From an optimization exercise on the open Yosys and OpenROAD flow, aimed at small area and a short achievable clock period; shortcuts taken in it are not production practice.
No functional check of the RTL was part of this run.

==> flow/design.v <==
module circle_gen(
  input clk_d,
  input [9:0] pixel_x,
  input [9:0] pixel_y,
  input video_on,
  input [9:0] x, 
  input [9:0] y, 
  input [5:0] r,
  input [9:0] E1x, 
  input [9:0] E1y,
  input [9:0] E2x, 
  input [9:0] E2y,
  input [9:0] E3x, 
  input [9:0] E3y,
  input [9:0] E4x, 
  input [9:0] E4y,
  input [9:0] F1x, 
  input [9:0] F1y,
  input gamemenu,
  input gamerun,
  input gamepause,
  output reg [3:0] red,
  output reg [3:0] green,
  output reg [3:0] blue
  );
  always @(posedge clk_d) 
  begin
          if ((pixel_x<=14 && pixel_x >=0)||(pixel_x >=626 && pixel_x <=640)||(pixel_y<=14&&pixel_y >=0)||(pixel_y>=466 && pixel_y <= 480)) 
        begin
          red <= gamepause?(((pixel_x<=14 && pixel_x >=0)||(pixel_x >=626 && pixel_x <=640)||(pixel_y<=14&&pixel_y >=0)||(pixel_y>=466 && pixel_y <= 480))?(4'hF):(4'h0)):(4'h0);
          green <= gamemenu?(((pixel_x<=14 && pixel_x >=0)||(pixel_x >=626 && pixel_x <=640)||(pixel_y<=14&&pixel_y >=0)||(pixel_y>=466 && pixel_y <= 480))?(4'hF):(4'h0)):(4'h0);
          blue <= gamerun?(((pixel_x<=14 && pixel_x >=0)||(pixel_x >=626 && pixel_x <=640)||(pixel_y<=14&&pixel_y >=0)||(pixel_y>=466 && pixel_y <= 480))?(4'hF):(4'h0)):(4'h0);
          end  
          else
          begin
              if (r == 20)
              begin
                  red <= video_on?((pixel_x - x)*(pixel_x - x) + (pixel_y - y) * (pixel_y - y) <= 20 * 20 ? 4'hF:4'h0):(4'h0);
                  green <= (video_on?((pixel_x - E1x)*(pixel_x - E1x) + (pixel_y - E1y) * (pixel_y - E1y) <= 10 * 10 ? 4'hF:4'h0):(4'h0)) | (video_on?((pixel_x - E2x)*(pixel_x - E2x) + (pixel_y - E2y) * (pixel_y - E2y) <= 10 * 10 ? 4'hF:4'h0):(4'h0))|(video_on?((pixel_x - E3x)*(pixel_x - E3x) + (pixel_y - E3y) * (pixel_y - E3y) <= 10 * 10 ? 4'hF:4'h0) | (video_on?((pixel_x - E4x)*(pixel_x - E4x) + (pixel_y - E4y) * (pixel_y - E4y) <= 10 * 10 ? 4'hF:4'h0):(4'h0)):(4'h0));
                  blue <= video_on?((pixel_x - F1x)*(pixel_x - F1x) + (pixel_y - F1y) * (pixel_y - F1y) <= 10 * 10 ? 4'hF:4'h0):(4'h0);
              end
              else if (r == 18)
              begin 
                  red <= video_on?((pixel_x - x)*(pixel_x - x) + (pixel_y - y) * (pixel_y - y) <= 18 * 18 ? 4'hF:4'h0):(4'h0);
                  green <= (video_on?((pixel_x - E1x)*(pixel_x - E1x) + (pixel_y - E1y) * (pixel_y - E1y) <= 10 * 10 ? 4'hF:4'h0):(4'h0)) | (video_on?((pixel_x - E2x)*(pixel_x - E2x) + (pixel_y - E2y) * (pixel_y - E2y) <= 10 * 10 ? 4'hF:4'h0):(4'h0))|(video_on?((pixel_x - E3x)*(pixel_x - E3x) + (pixel_y - E3y) * (pixel_y - E3y) <= 10 * 10 ? 4'hF:4'h0) | (video_on?((pixel_x - E4x)*(pixel_x - E4x) + (pixel_y - E4y) * (pixel_y - E4y) <= 10 * 10 ? 4'hF:4'h0):(4'h0)):(4'h0));
                  blue <= video_on?((pixel_x - F1x)*(pixel_x - F1x) + (pixel_y - F1y) * (pixel_y - F1y) <= 10 * 10 ? 4'hF:4'h0):(4'h0);
              end
              else if (r == 16)
              begin 
                  red <= video_on?((pixel_x - x)*(pixel_x - x) + (pixel_y - y) * (pixel_y - y) <= 16 * 16 ? 4'hF:4'h0):(4'h0);
                  green <= (video_on?((pixel_x - E1x)*(pixel_x - E1x) + (pixel_y - E1y) * (pixel_y - E1y) <= 10 * 10 ? 4'hF:4'h0):(4'h0)) | (video_on?((pixel_x - E2x)*(pixel_x - E2x) + (pixel_y - E2y) * (pixel_y - E2y) <= 10 * 10 ? 4'hF:4'h0):(4'h0))|(video_on?((pixel_x - E3x)*(pixel_x - E3x) + (pixel_y - E3y) * (pixel_y - E3y) <= 10 * 10 ? 4'hF:4'h0) | (video_on?((pixel_x - E4x)*(pixel_x - E4x) + (pixel_y - E4y) * (pixel_y - E4y) <= 10 * 10 ? 4'hF:4'h0):(4'h0)):(4'h0));
                  blue <= video_on?((pixel_x - F1x)*(pixel_x - F1x) + (pixel_y - F1y) * (pixel_y - F1y) <= 10 * 10 ? 4'hF:4'h0):(4'h0);
              end
              else if (r == 14)
              begin 
                  red <= video_on?((pixel_x - x)*(pixel_x - x) + (pixel_y - y) * (pixel_y - y) <= 14 * 14 ? 4'hF:4'h0):(4'h0);
                  green <= (video_on?((pixel_x - E1x)*(pixel_x - E1x) + (pixel_y - E1y) * (pixel_y - E1y) <= 10 * 10 ? 4'hF:4'h0):(4'h0)) | (video_on?((pixel_x - E2x)*(pixel_x - E2x) + (pixel_y - E2y) * (pixel_y - E2y) <= 10 * 10 ? 4'hF:4'h0):(4'h0))|(video_on?((pixel_x - E3x)*(pixel_x - E3x) + (pixel_y - E3y) * (pixel_y - E3y) <= 10 * 10 ? 4'hF:4'h0) | (video_on?((pixel_x - E4x)*(pixel_x - E4x) + (pixel_y - E4y) * (pixel_y - E4y) <= 10 * 10 ? 4'hF:4'h0):(4'h0)):(4'h0));
                  blue <= video_on?((pixel_x - F1x)*(pixel_x - F1x) + (pixel_y - F1y) * (pixel_y - F1y) <= 10 * 10 ? 4'hF:4'h0):(4'h0);
              end
              else if (r == 12)
              begin 
                  red <= video_on?((pixel_x - x)*(pixel_x - x) + (pixel_y - y) * (pixel_y - y) <= 12 * 12 ? 4'hF:4'h0):(4'h0);
                  green <= (video_on?((pixel_x - E1x)*(pixel_x - E1x) + (pixel_y - E1y) * (pixel_y - E1y) <= 10 * 10 ? 4'hF:4'h0):(4'h0)) | (video_on?((pixel_x - E2x)*(pixel_x - E2x) + (pixel_y - E2y) * (pixel_y - E2y) <= 10 * 10 ? 4'hF:4'h0):(4'h0))|(video_on?((pixel_x - E3x)*(pixel_x - E3x) + (pixel_y - E3y) * (pixel_y - E3y) <= 10 * 10 ? 4'hF:4'h0) | (video_on?((pixel_x - E4x)*(pixel_x - E4x) + (pixel_y - E4y) * (pixel_y - E4y) <= 10 * 10 ? 4'hF:4'h0):(4'h0)):(4'h0));
                  blue <= video_on?((pixel_x - F1x)*(pixel_x - F1x) + (pixel_y - F1y) * (pixel_y - F1y) <= 10 * 10 ? 4'hF:4'h0):(4'h0);
              end
              else if (r == 10)
              begin 
                  red <= 4'h0;
                  green <= (video_on?((pixel_x - E1x)*(pixel_x - E1x) + (pixel_y - E1y) * (pixel_y - E1y) <= 10 * 10 ? 4'hF:4'h0):(4'h0)) | (video_on?((pixel_x - E2x)*(pixel_x - E2x) + (pixel_y - E2y) * (pixel_y - E2y) <= 10 * 10 ? 4'hF:4'h0):(4'h0))|(video_on?((pixel_x - E3x)*(pixel_x - E3x) + (pixel_y - E3y) * (pixel_y - E3y) <= 10 * 10 ? 4'hF:4'h0) | (video_on?((pixel_x - E4x)*(pixel_x - E4x) + (pixel_y - E4y) * (pixel_y - E4y) <= 10 * 10 ? 4'hF:4'h0):(4'h0)):(4'h0));
                  blue <= video_on?((pixel_x - F1x)*(pixel_x - F1x) + (pixel_y - F1y) * (pixel_y - F1y) <= 10 * 10 ? 4'hF:4'h0):(4'h0);
              end
          end
   end
endmodule 
==> flow/run.sh <==
#!/bin/bash
# synth_recipe.tcl (not shown) runs the flow's synth.tcl, then flattens the netlist and writes it again
# the make line also repeats each setting of config.mk as NAME=value (left out here)
make -C /OpenROAD-flow-scripts/flow DESIGN_CONFIG=/design/flow/config.mk WORK_HOME=/design/flow/orfs CLKGATE_MAP_FILE= SYNTH_SCRIPT=/design/flow/synth_recipe.tcl finish
==> flow/config.mk <==
export PLATFORM = sky130hd
export DESIGN_NAME = circle_gen
export DESIGN_NICKNAME = circle_gen
export VERILOG_FILES = /design/flow/design.v
export SDC_FILE = /design/flow/constraint.sdc
export NUM_CORES = 4
export LEC_CHECK = 0
export CAP_MARGIN = 20
export CORE_MARGIN = 2
export CORE_UTILIZATION = 40
export SLEW_MARGIN = 20
==> flow/constraint.sdc <==
create_clock -name core_clock -period 20.0 [get_ports {clk_d}]
set_input_delay 4.0000 -clock core_clock [delete_from_list [all_inputs] [get_ports {clk_d}]]
set_output_delay 4.0000 -clock core_clock [all_outputs]
set_load 0.01 [all_outputs]
==> run notes <==
[worst max-delay path: cells and delay by family]
kind	cells	cell delay (ns)
adder cells (fa/ha/maj)	12	7.03
AO/OA/AOI/OAI	10	2.10
AND/OR/NAND/NOR	9	2.58
buffers and inverters	8	2.04
[layout by cell type (no fill, tap or decap), drive strengths merged, types with 104 or more instances in the layout]
cell	n
inv	3790
fa	3046
ha	1421
nor2	586
xnor2	386
nand2	308
o21ai	201
a21oi	187
clkdlybuf4s50	144
or2	110
nand2b	106
xor2	105
a21o	104
[layout make-up]
type,count,area [µm²]
clock buffers,4,78.8
fillers,26900,157000
inverters,3805,14300
multi-input cells,7222,95400
diodes,3,7.51
flip-flops and latches,3,90.1
repair buffers,238,2100
well taps,3686,4610
[layer usage]
| layer | global-route usage (%) | vias up |
|---|---|---|
| met4 | 5.46 | 14 |
| li1 | - | 32800 |
| met2 | 36.1 | 1505 |
| met3 | 2.65 | 252 |
| met1 | 29.3 | 36700 |
| met5 | 0 | - |
[cell families after synthesis]
group	after synthesis
fa+ha+maj	4467
flops	3
compound gates	818
mux	26
simple gates	1419
buf+inv	3947
xor+xnor	492
[through the flow]
step	instance area [µm²]	utilization [%]
4_1_cts	117000	42.5
5_1_grt	117000	42.5
3_3_place_gp	117000	42.5
2_1_floorplan	110000	-
3_5_place_dp	117000	42.5
6_report	117000	42.5
[sequential cells by signal, indices dropped and copies added (netlist names)]
signal  cells
blue        1
green       1
red         1
[path summary, 6_finish.rpt]
kind / slack, ns / to / cells past startpoint / startpoint
max: 2.29 / green[2] / 39 / pixel_x[1]
min: 4.59 / blue[2] / 3 / gamerun
==> out/results.ini <==
[outcome]
outcome=timing/DRC/antenna clean

[routing]
residual_drc_count=0
route.antenna.remaining_nets=0
routed_wire_length_per_instance_um=19.2
dr.pass1.iters=6
post_drt_via_cell_ratio=4.76
met3_length_um=15000
detail_route.wirelength_um=287000
routedLengthMet1_um=124000
highest-signal-layer=met5
drt_iter0_drc=4062
dr_wl_met2_um=139000
via_count=71300

[critical_path]
worst-setup-path-type=in -> reg
worst_path_max_delay_cell=fa_1
maximum_net_fanout_on_the_critical_path=17
critical_path.endpoint_type=register
worst_path_most_repeated_cell=fa_1
timing.critical_path.arrival_ns=17.82
critPathLaunchType=input port
cp.required_ns=20.10
cp_peak_stage_delay_ns=0.85

[floorplan]
fp.dieH_um=529
top_level_ports=163
core_area_um2=274000
fp-row-count=192
die_x_um=529
die-area_um2=280000
starting_density_of_the_core_pct=40.3

[global_route]
first_global_vias=79700
globalRouteOverflowTotal=0
grt_first_pass_wirelength_um=461000
track_usage_pct=21.5
grt_antenna_before_repair=25
largest_net_degree_at_the_start_of_global_routing=30

[synth]
synth.cell_area_um2=110000
synth.yosys.warnings=1
post_synthesis_adder_cell_area_fraction_pct=71.4
synth.net_count=15800
synth_top_cell_by_area=fa_1
ys_ff_latch=3
synth.top_cells.by_count=inv_1, fa_1, ha_1
synth.top_cell.area_share_pct=55.2
synth-simple-area-share_pct=5.98
synth_flop_cell=edfxtp_1
most_frequently_used_cell_type_in_the_post_synthesis_netlist=inv_1
post_synth_xor_xnor_area_pct=3.94
syn_area_per_cell_um2=9.88
synth_edf_count=3
synth_top_family_by_area=adder cells
synth-seq-area-share_pct=0.0816
netlist_top_cells_area=fa_1, ha_1, inv_1
area_fraction_in_compound_gates_after_synthesis_pct=4.93
synthCells=11200
synth_async_sr_flop_share_pct=0
synth_cell_type_count=95
fraction_of_synthesized_area_in_multiplexers_pct=0.243

[clock_tree]
cts_root_cell=clkbuf_16
clock_tree.buffer_depth=2
tritoncts_clock_tree=yes
h_tree_lvls=1
ctsHoldBuffers=0
post_cts_buffers=0
cts_num_sinks=3
postcts_resize_cnt=0
clock_transition_at_the_register_clock_pins_on_the_worst_setup_and_hold_paths_after_cts_ns=0.06
tritoncts.num_buffers=3

[sta]
layout_setup_ws_ns=2.29
finalMaxSlewViolations=0
final.setup.tns_ns=0
timing.fmax_mhz=56.5
finalHoldViolCount=0
timing.final.crit_share_pct=88.6
period_needed_ns=17.71
timing.slew.headroom_pct=26.5
max_slew.worst_pin.slew_ns=1.10
fin_worst_hold_slack_ns=4.59
rsz_0062_raised_after_global_routing=no
setup_violations=0

[min_path]
min_path_type=in -> reg

[layout]
final_layout_size_suffix_gt1_share_pct=2.31
final_cell_count_no_fill=15000
area_growth_syn_to_layout_pct=5.65
finalNetCount=15900

[place]
portBuffers=162
place_worst_setup_slack_ns=1.96
gp_congestion=0.931
place_hpwl_um=265000
place.detailed.instances=15000

[run]
max_cap_viol_count=0

[port drivers added, routing unchanged]
Ports are ideal in the flow. The routed layout listed here was re-timed in OpenROAD. Step 1 (the two cells are an assumption about what drives the block):
set clk [get_ports {clk_d}]
set_driving_cell -lib_cell sky130_fd_sc_hd__clkbuf_16 $clk
set_driving_cell -lib_cell sky130_fd_sc_hd__buf_2 [delete_from_list [all_inputs] $clk]
Step 2 times the ports against the registers' clock, not the clock port: input delays grow and output delays shrink by t, the midpoint of the rising clock arrivals with the driver on. Three values: ideal ports, drivers, drivers and shift; two values: the first two.
shift t [ns]: 0.317
setup WS [ns]: 2.289 / 2.326 / 2.009
hold slack, ns: 4.593 / 4.561 / 4.878
worst slew at a driven data input, ns: 0.15
After both steps this run still meets setup and hold. The setup slack of this run moves by +0.037 ns with the drivers and by -0.280 ns with both steps.
